This is an optimization exercise on Yosys and OpenROAD, whose aim is small area, not a production implementation.
Where RTL was checked, it was by simulation tests only, not by an equivalence proof against the original.
Power and IR drop assume default switching activity.

// j1
module j1(
  input wire clk,
  input wire resetq,
  output wire io_rd,
  output wire io_wr,
  output wire [15:0] mem_addr,
  output wire mem_wr,
  output wire [15:0] dout,
  input  wire [15:0] mem_din,
  input  wire [15:0] io_din,
  output wire [12:0] code_addr,
  input  wire [15:0] insn);
  reg [4:0] dsp, rsp;
  reg [15:0] st0;
  reg [12:0] pc;
  reg reboot;
  wire [15:0] st1, rst0;
  wire is_lit  = insn[15];
  wire is_jmp  = (insn[15:13] == 3'b000);
  wire is_cjmp = (insn[15:13] == 3'b001);
  wire is_call = (insn[15:13] == 3'b010);
  wire is_alu  = (insn[15:13] == 3'b011);
  wire [3:0] op = insn[11:8];
  wire [2:0] fn = insn[6:4];
  genvar i;
  wire [15:0] T = st0;
  wire [15:0] N = st1;
  wire sub = op[0] | op[3];
  wire [15:0] b = T ^ {16{sub}};
  wire [15:0] p = N ^ b;
  wire [15:0] g0 = {N[15:1] & b[15:1], (N[0] & b[0]) | (p[0] & sub)};
  wire [15:0] g1, g2, g3, g4, p1, p2, p3, p4;
  generate
    for (i = 0; i < 16; i = i + 1) begin : g_pfx
      if (i & 1) begin : l1
        assign g1[i] = g0[i] | (p[i] & g0[i - 1]);
        assign p1[i] = p[i] & p[i - 1];
      end else begin : l1n
        assign g1[i] = g0[i];
        assign p1[i] = p[i];
      end
      if (i & 2) begin : l2
        assign g2[i] = g1[i] | (p1[i] & g1[(i & ~1) - 1]);
        assign p2[i] = p1[i] & p1[(i & ~1) - 1];
      end else begin : l2n
        assign g2[i] = g1[i];
        assign p2[i] = p1[i];
      end
      if (i & 4) begin : l3
        assign g3[i] = g2[i] | (p2[i] & g2[(i & ~3) - 1]);
        assign p3[i] = p2[i] & p2[(i & ~3) - 1];
      end else begin : l3n
        assign g3[i] = g2[i];
        assign p3[i] = p2[i];
      end
      if (i & 8) begin : l4
        assign g4[i] = g3[i] | (p3[i] & g3[7]);
      end else begin : l4n
        assign g4[i] = g3[i];
      end
    end
  endgenerate
  ...
Size: roughly 98 I/O pins.
clock: 4.5 ns
lec_check: 0
cap_margin: 20
core_margin: 2
core_utilization: 40
cts_buf_list: sky130_fd_sc_hd__clkbuf_16
cts_cluster_diameter: 100
cts_cluster_size: 24
slew_margin: 20
run.sh (not shown) runs the stock make flow with config.mk's settings and CLKGATE_MAP_FILE= SYNTH_SCRIPT=/design/flow/synth_recipe.tcl, a recipe that flattens the netlist after the stock synthesis.
Edit:
--- a/flow/config.mk
+++ b/flow/config.mk
@@ -10,5 +10,2 @@
 export CORE_UTILIZATION = 40
-export CTS_BUF_LIST = sky130_fd_sc_hd__clkbuf_16
-export CTS_CLUSTER_DIAMETER = 100
-export CTS_CLUSTER_SIZE = 24
 export SLEW_MARGIN = 20
The new run finished with timing, DRC and antenna clean.
Worst hold slack improves by 0.014 ns.
Total power goes up by a little under a tenth.
Design area goes up by a few percent.
Setup slack improves by 0.043 ns.
Area after synthesis stays the same.
Non-clock buffer count stays the same.
Register-to-register slack hardly moves.
Via count goes up by a few percent.
Die area is unchanged.
Global-route usage goes up by 0.33 points.
Edit:
==> flow/flow/run.sh (new file) <==
#!/bin/bash
# The standard layout (standard.sh) with: the smallest buffer on each port,
# timing-driven placement that does not keep its trial buffering, and a
# clock tree of clkbuf_16 leaf buffers without dummy loads.
set -euo pipefail
export BUFFER_PORTS_ARGS="-buffer_cell sky130_fd_sc_hd__buf_1"
export GPL_KEEP_OVERFLOW=0
export CTS_ARGS="-sink_clustering_enable -repair_clock_nets -buf_list sky130_fd_sc_hd__clkbuf_16 -sink_clustering_size 24 -sink_clustering_max_diameter 100 -dont_use_dummy_load"
bash standard.sh > standard.log 2>&1
==> flow/standard.sh (new file) <==
#!/bin/bash
# synth_recipe.tcl (not shown) runs the flow's synth.tcl, then flattens the netlist and writes it again
# the make line also repeats each setting of config.mk as NAME=value (left out here)
make -C /OpenROAD-flow-scripts/flow DESIGN_CONFIG=/design/flow/config.mk WORK_HOME=/design/flow/orfs CLKGATE_MAP_FILE= SYNTH_SCRIPT=/design/flow/synth_recipe.tcl "${@:-finish}"
removed: flow/run.sh
Synthesized area is unchanged.
Synthesized cell count is unchanged.
Design area is lower by 11%.
Core utilization is lower by 5.3 points.
Routed wire length is lower by 6.4%.
Clock power is lower by about 45%.
Combinational power is lower by 21%.
Global-route usage is lower by 1.8 points.
Clock-buffer cell count is lower by 26.
Critical path depth does not change.
Total power is lower by about 17%.
No functional check of the RTL was part of any run of this note.

========
run 1:
The RTL this note starts from:
==> flow/design.v <==
module aoi222(
  input wire a1, input wire a2,
  input wire b1, input wire b2,
  input wire c1, input wire c2,
  output wire y);
  assign y = ~((a1 & a2) | (b1 & b2) | (c1 & c2));
endmodule
module aoi22(
  input wire a1, input wire a2,
  input wire b1, input wire b2,
  output wire y);
  assign y = ~((a1 & a2) | (b1 & b2));
endmodule
module stack_rd(
  input wire [127:0] d,
  input wire [7:0] sel,
  output wire [15:0] q);
  genvar i;
  generate
    for (i = 0; i < 16; i = i + 1) begin : g_bit
      wire y0, y1, y2;
      aoi222 u0(.a1(d[i]), .a2(sel[0]), .b1(d[16 + i]), .b2(sel[1]), .c1(d[32 + i]), .c2(sel[2]), .y(y0));
      aoi222 u1(.a1(d[48 + i]), .a2(sel[3]), .b1(d[64 + i]), .b2(sel[4]), .c1(d[80 + i]), .c2(sel[5]), .y(y1));
      aoi22 u2(.a1(d[96 + i]), .a2(sel[6]), .b1(d[112 + i]), .b2(sel[7]), .y(y2));
      assign q[i] = ~(y0 & y1 & y2);
    end
  endgenerate
endmodule
module j1(
  input wire clk,
  input wire resetq,
  output wire io_rd,
  output wire io_wr,
  output wire [15:0] mem_addr,
  output wire mem_wr,
  output wire [15:0] dout,
  input  wire [15:0] mem_din,
  input  wire [15:0] io_din,
  output wire [12:0] code_addr,
  input  wire [15:0] insn);
  reg [4:0] dsp, rsp;
  reg [15:0] st0;
  reg [12:0] pc;
  reg reboot;
  wire [15:0] st1, rst0;
  wire is_lit  = insn[15];
  wire is_jmp  = (insn[15:13] == 3'b000);
  wire is_cjmp = (insn[15:13] == 3'b001);
  wire is_call = (insn[15:13] == 3'b010);
  wire is_alu  = (insn[15:13] == 3'b011);
  wire [3:0] op = insn[11:8];
  wire [2:0] fn = insn[6:4];
  genvar i;
  wire [15:0] T = st0;
  wire [15:0] N = st1;
  wire sub = op[0] | op[3];
  wire [15:0] a = N ^ {16{sub}};
  wire [15:0] p = a ^ T;
  wire [15:0] g0 = a & T;
  wire [15:0] g1, g2, g3, g4, p1, p2, p3;
  generate
    for (i = 0; i < 16; i = i + 1) begin : g_pfx
      if (i & 1) begin : l1
        assign g1[i] = g0[i] | (p[i] & g0[i - 1]);
        assign p1[i] = p[i] & p[i - 1];
      end else begin : l1n
        assign g1[i] = g0[i];
        assign p1[i] = p[i];
      end
      if (i & 2) begin : l2
        assign g2[i] = g1[i] | (p1[i] & g1[(i & ~1) - 1]);
        assign p2[i] = p1[i] & p1[(i & ~1) - 1];
      end else begin : l2n
        assign g2[i] = g1[i];
        assign p2[i] = p1[i];
      end
      if (i & 4) begin : l3
        assign g3[i] = g2[i] | (p2[i] & g2[(i & ~3) - 1]);
        assign p3[i] = p2[i] & p2[(i & ~3) - 1];
      end else begin : l3n
        assign g3[i] = g2[i];
        assign p3[i] = p2[i];
      end
      if (i & 8) begin : l4
        assign g4[i] = g3[i] | (p3[i] & g3[7]);
      end else begin : l4n
        assign g4[i] = g3[i];
      end
    end
  endgenerate
  wire [15:0] add = p ^ {g4[14:0], 1'b0};
  wire ltu = g4[15];
  wire lts = (N[15] ^ T[15]) ? N[15] : ltu;
  wire eq = &p;
  wire left = ~op[0];
  wire [15:0] nrev, srev;
  wire [15:0] shin = left ? nrev : N;
  wire [15:0] s1 = T[3] ? {8'b0, shin[15:8]} : shin;
  wire [15:0] s2 = T[2] ? {4'b0, s1[15:4]} : s1;
  wire [15:0] s3 = T[1] ? {2'b0, s2[15:2]} : s2;
  wire [15:0] shr = T[0] ? {1'b0, s3[15:1]} : s3;
  generate
    for (i = 0; i < 16; i = i + 1) begin : g_rev
      assign nrev[i] = N[15 - i];
      assign srev[i] = shr[15 - i];
    end
  endgenerate
  reg [3:0] k;
  always @* begin
    if (is_lit)
      k = 4'b0000;
    else if (is_cjmp)
      k = 4'b1010;
    else if (!is_alu)
      k = 4'b1100;
    else case (op)
      4'd0: k = 4'b1100;
      4'd1: k = 4'b1010;
      4'd3: k = 4'b1000;
      4'd4: k = 4'b1110;
      4'd5: k = 4'b0110;
      4'd6: k = 4'b0011;
      default: k = 4'b0000;
    endcase
  end
  wire [15:0] lu;
  generate
    for (i = 0; i < 16; i = i + 1) begin : g_lu
      assign lu[i] = k[{T[i], N[i]}];
    end
  endgenerate
  wire sel_flag = is_alu & ((op == 4'd7) ? eq : (op == 4'd8) ? lts : (op == 4'd15) ? ltu : 1'b0);
  wire sel_add = is_alu & (op == 4'd2);
  wire sel_shr = is_alu & (op == 4'd9) & ~T[4];
  wire sel_shl = is_alu & (op == 4'd10) & ~T[4];
  wire sel_r   = is_alu & (op == 4'd11);
  wire sel_mem = is_alu & (op == 4'd12);
  wire sel_io  = is_alu & (op == 4'd13);
  wire sel_dep = is_alu & (op == 4'd14);
  wire [15:0] st0N = lu | {16{sel_flag}}
                   | ({16{sel_add}} & add)
                   | ({16{sel_shr}} & shr)
                   | ({16{sel_shl}} & srev)
                   | ({16{sel_r}}   & rst0)
                   | ({16{sel_mem}} & mem_din)
                   | ({16{sel_io}}  & io_din)
                   | ({16{sel_dep}} & {6'b0, rsp, dsp})
                   | ({16{is_lit}}  & {1'b0, insn[14:0]});
  wire dstkW = is_lit | (is_alu & (fn == 3'd1));
  reg [4:0] dspI;
  always @* begin
    if (is_lit)       dspI = 5'b00001;
    else if (is_cjmp) dspI = 5'b11111;
    else if (is_alu)  dspI = {{3{insn[1]}}, insn[1:0]};
    else              dspI = 5'b00000;
  end
  wire [4:0] dc = {(dsp[3:0] & dspI[3:0]) | (dc[3:0] & (dsp[3:0] ^ dspI[3:0])), 1'b0};
  wire [4:0] dspN = dsp ^ dspI ^ dc;
  wire rstkW = is_call | (is_alu & (fn == 3'd2));
  wire [4:0] rspI = is_call ? 5'b00001 : is_alu ? {{3{insn[3]}}, insn[3:2]} : 5'b00000;
  wire [4:0] rc = {(rsp[3:0] & rspI[3:0]) | (rc[3:0] & (rsp[3:0] ^ rspI[3:0])), 1'b0};
  wire [4:0] rspN = rsp ^ rspI ^ rc;
  wire [12:0] pcc;
  generate
    assign pcc[0] = 1'b1;
    for (i = 1; i < 13; i = i + 1) begin : g_inc
      assign pcc[i] = &pc[i - 1:0];
    end
  endgenerate
  wire [12:0] pc_plus_1 = pc ^ pcc;
  wire [15:0] rstkD = insn[13] ? st0 : {2'b00, pc_plus_1, 1'b0};
  reg [15:0] dstk [0:7];
  reg [15:0] rstk [0:7];
  always @(posedge clk) begin
    if (dstkW)
      dstk[dspN[2:0]] <= st0;
    if (rstkW)
      rstk[rspN[2:0]] <= rstkD;
  end
  wire [7:0] dsel = 8'd1 << dsp[2:0];
  wire [7:0] rsel = 8'd1 << rsp[2:0];
  stack_rd dread(.d({dstk[7], dstk[6], dstk[5], dstk[4], dstk[3], dstk[2], dstk[1], dstk[0]}),
                 .sel(dsel), .q(st1));
  stack_rd rread(.d({rstk[7], rstk[6], rstk[5], rstk[4], rstk[3], rstk[2], rstk[1], rstk[0]}),
                 .sel(rsel), .q(rst0));
  reg [12:0] pcN;
  always @* begin
    if (reboot)
      pcN = 13'd0;
    else if (is_jmp | is_call | (is_cjmp & ~|st0))
      pcN = insn[12:0];
    else if (is_alu & insn[7])
      pcN = rst0[13:1];
    else
      pcN = pc_plus_1;
  end
  assign code_addr = pcN;
  assign mem_addr = st0;
  assign dout = st1;
  assign mem_wr = !reboot & is_alu & (fn == 3'd3);
  assign io_wr  = !reboot & is_alu & (fn == 3'd4);
  assign io_rd  = !reboot & is_alu & (fn == 3'd5);
  always @(negedge resetq or posedge clk)
  begin
    if (!resetq) begin
      reboot <= 1'b1;
      { pc, dsp, st0, rsp } <= 0;
    end else begin
      reboot <= 0;
      { pc, dsp, st0, rsp } <= { pcN, dspN, st0N, rspN };
    end
  end
endmodule
==> flow/config.mk <==
export PLATFORM = sky130hd
export DESIGN_NAME = j1
export DESIGN_NICKNAME = j1
export VERILOG_FILES = /design/flow/design.v
export SDC_FILE = /design/flow/constraint.sdc
export NUM_CORES = 4
export LEC_CHECK = 0
export CAP_MARGIN = 20
export CORE_MARGIN = 2
export CORE_UTILIZATION = 40
export GPL_TIMING_DRIVEN = 0
export SLEW_MARGIN = 20
export SYNTH_HIERARCHICAL = 1
==> flow/constraint.sdc <==
create_clock -name core_clock -period 4.5 [get_ports {clk}]
set_input_delay 0.9000 -clock core_clock [delete_from_list [all_inputs] [get_ports {clk}]]
set_output_delay 0.9000 -clock core_clock [all_outputs]
set_load 0.01 [all_outputs]
standard.sh (not shown) runs the stock make flow with config.mk's settings and CLKGATE_MAP_FILE= SYNTH_SCRIPT=/design/flow/synth_recipe.tcl, a recipe that flattens the netlist after the stock synthesis.
==> flow/flow/run.sh <==
#!/bin/bash
# The standard layout (standard.sh) with these changes:
# - synthesis is the standard one except that ABC maps the logic with the
#   area-oriented script flow/area.abc (registers are untouched by ABC);
# - the smallest buffer on each port;
# - timing-driven placement that does not keep its trial buffering;
# - a clock tree of clkbuf_16 leaf buffers without dummy loads.
set -euo pipefail
W=$PWD
sed 's|^source \$::env(SCRIPTS_DIR)/synth_preamble.tcl$|&\nset abc_args [list -script '"$W"'/flow/area.abc {*}[lrange $abc_args 2 end]]|' \
  "$FLOW_HOME/scripts/synth.tcl" > my_synth_body.tcl
grep -q "flow/area.abc" my_synth_body.tcl
sed 's|^source \$::env(SCRIPTS_DIR)/synth.tcl$|source '"$W"'/my_synth_body.tcl|' synth_recipe.tcl > my_synth.tcl
grep -q "my_synth_body.tcl" my_synth.tcl
sed 's|SYNTH_SCRIPT=[^ ]*|SYNTH_SCRIPT='"$W"'/my_synth.tcl|' standard.sh > my_standard.sh
grep -q "SYNTH_SCRIPT=$W/my_synth.tcl" my_standard.sh
export BUFFER_PORTS_ARGS="-buffer_cell sky130_fd_sc_hd__buf_1"
export GPL_KEEP_OVERFLOW=0
export CTS_ARGS="-sink_clustering_enable -repair_clock_nets -buf_list sky130_fd_sc_hd__clkbuf_16 -sink_clustering_size 26 -sink_clustering_max_diameter 110 -dont_use_dummy_load"
bash my_standard.sh > standard.log 2>&1
==> flow/flow/area.abc <==
strash
&get -n
&st
&syn2
&dch
&nf
&st
&syn2
&dch
&nf
&put
topo
dnsize -c
Having completed the whole flow, run 1 delivered a layout that passed the timing, DRC and antenna checks.
Setup changes, run 1 to run 2
# run 1
export LEC_CHECK = 0
export CAP_MARGIN = 20
export CORE_MARGIN = 2
export CORE_UTILIZATION = 40
export GPL_TIMING_DRIVEN = 0
export SLEW_MARGIN = 20
export SYNTH_HIERARCHICAL = 1
create_clock -name core_clock -period 4.5 [get_ports {clk}]
# run 2
export LEC_CHECK = 0
export CAP_MARGIN = 20
export CORE_MARGIN = 2
export CORE_UTILIZATION = 40
export SLEW_MARGIN = 20
export SYNTH_HIERARCHICAL = 1
create_clock -name core_clock -period 4.5 [get_ports {clk}]
### Flow results
Looking at the reports, run 2 completed the entire flow and the layout it produced met the timing, DRC and antenna checks.
Total design power: higher on run 1
Final standard cell count with taps included and fillers excluded (lower): run 2
Comparing run 1 with run 2, the via count of the first global-routing pass came out essentially unchanged.
Edits applied to the flow inputs when going from run 2 to run 3:
diff --git a/flow/flow/run.sh b/flow/flow/run.sh
--- a/flow/flow/run.sh
+++ b/flow/flow/run.sh
@@ -17,4 +17,4 @@
 export BUFFER_PORTS_ARGS="-buffer_cell sky130_fd_sc_hd__buf_1"
 export GPL_KEEP_OVERFLOW=0
-export CTS_ARGS="-sink_clustering_enable -repair_clock_nets -buf_list sky130_fd_sc_hd__clkbuf_16 -sink_clustering_size 26 -sink_clustering_max_diameter 110 -dont_use_dummy_load"
+export CTS_ARGS="-sink_clustering_enable -repair_clock_nets -buf_list sky130_fd_sc_hd__clkbuf_8 -sink_clustering_size 14 -sink_clustering_max_diameter 80 -dont_use_dummy_load"
 bash my_standard.sh > standard.log 2>&1
Notes after the runs:
Compared run 3 vs run 2, and number of buffers added by the clock tree synthesis step is up in run 3. Final area across run 3 and run 2: no real change. Relative to run 2, remaining max-slew budget at the tightest pin decreased by 3.1 points in run 3. Compared with run 2, in run 3 met1 usage has decreased; required time of the critical path has increased. Run 3 against run 2: internal cell power has decreased, net count reported at finish picked up an extra about 1.2%. Run 3 does worse than run 2 on worst setup slack. The critical-path cell with the highest stage delay comes out a222oi_1 in one run and fa_1 in the other, namely in run 3 and run 2 respectively. In terms of fill cell instance count of the final layout, run 2 and run 3 differ only marginally.

==> afterwards: timing with drivers on the ports <==
Ports are ideal in the flow. The routed layouts listed here were re-timed in OpenROAD.
Step 1 assumes that a clkbuf_16 drives the clock port and a buf_2 every other input.
Step 2 times the ports against the registers' clock, not the clock port: input delays grow and output delays shrink by t, the midpoint of the rising clock arrivals with the driver on.
a / b / c = no drivers / after step 1 / after step 2; a / b = the first two.
| run | t (ns) | slack for setup (ns) | worst hold slack (ns) | cell pins on the clock port's net |
|---|---|---|---|---|
| the first run of note 1 | 0.566 | 0.059 / 0.009 / 0.092 | 0.280 / 0.250 / 0.599 | 1 |
| the second run of note 1 | 0.565 | 0.102 / 0.054 / 0.130 | 0.294 / 0.266 / 0.584 | 1 |
| the third run of note 1 | 0.569 | 0.114 / 0.063 / -0.228 | 0.356 / 0.325 / 0.619 | 1 |
| run 1 | 0.549 | 0.093 / 0.093 / -0.304 | 0.324 / 0.324 / 0.635 | 1 |
| run 2 | 0.534 | 0.132 / 0.117 / -0.201 | 0.304 / 0.299 / 0.605 | 1 |
| run 3 | 0.613 | 0.079 / 0.046 / -0.232 | 0.247 / 0.242 / 0.595 | 1 |
Met with ideal ports but missed after step 2: setup timing in the third run of note 1, run 1, run 2 and run 3. For run 1, which loses most, drivers alone change the setup slack by 0.000 ns; drivers and shift together by -0.397 ns.
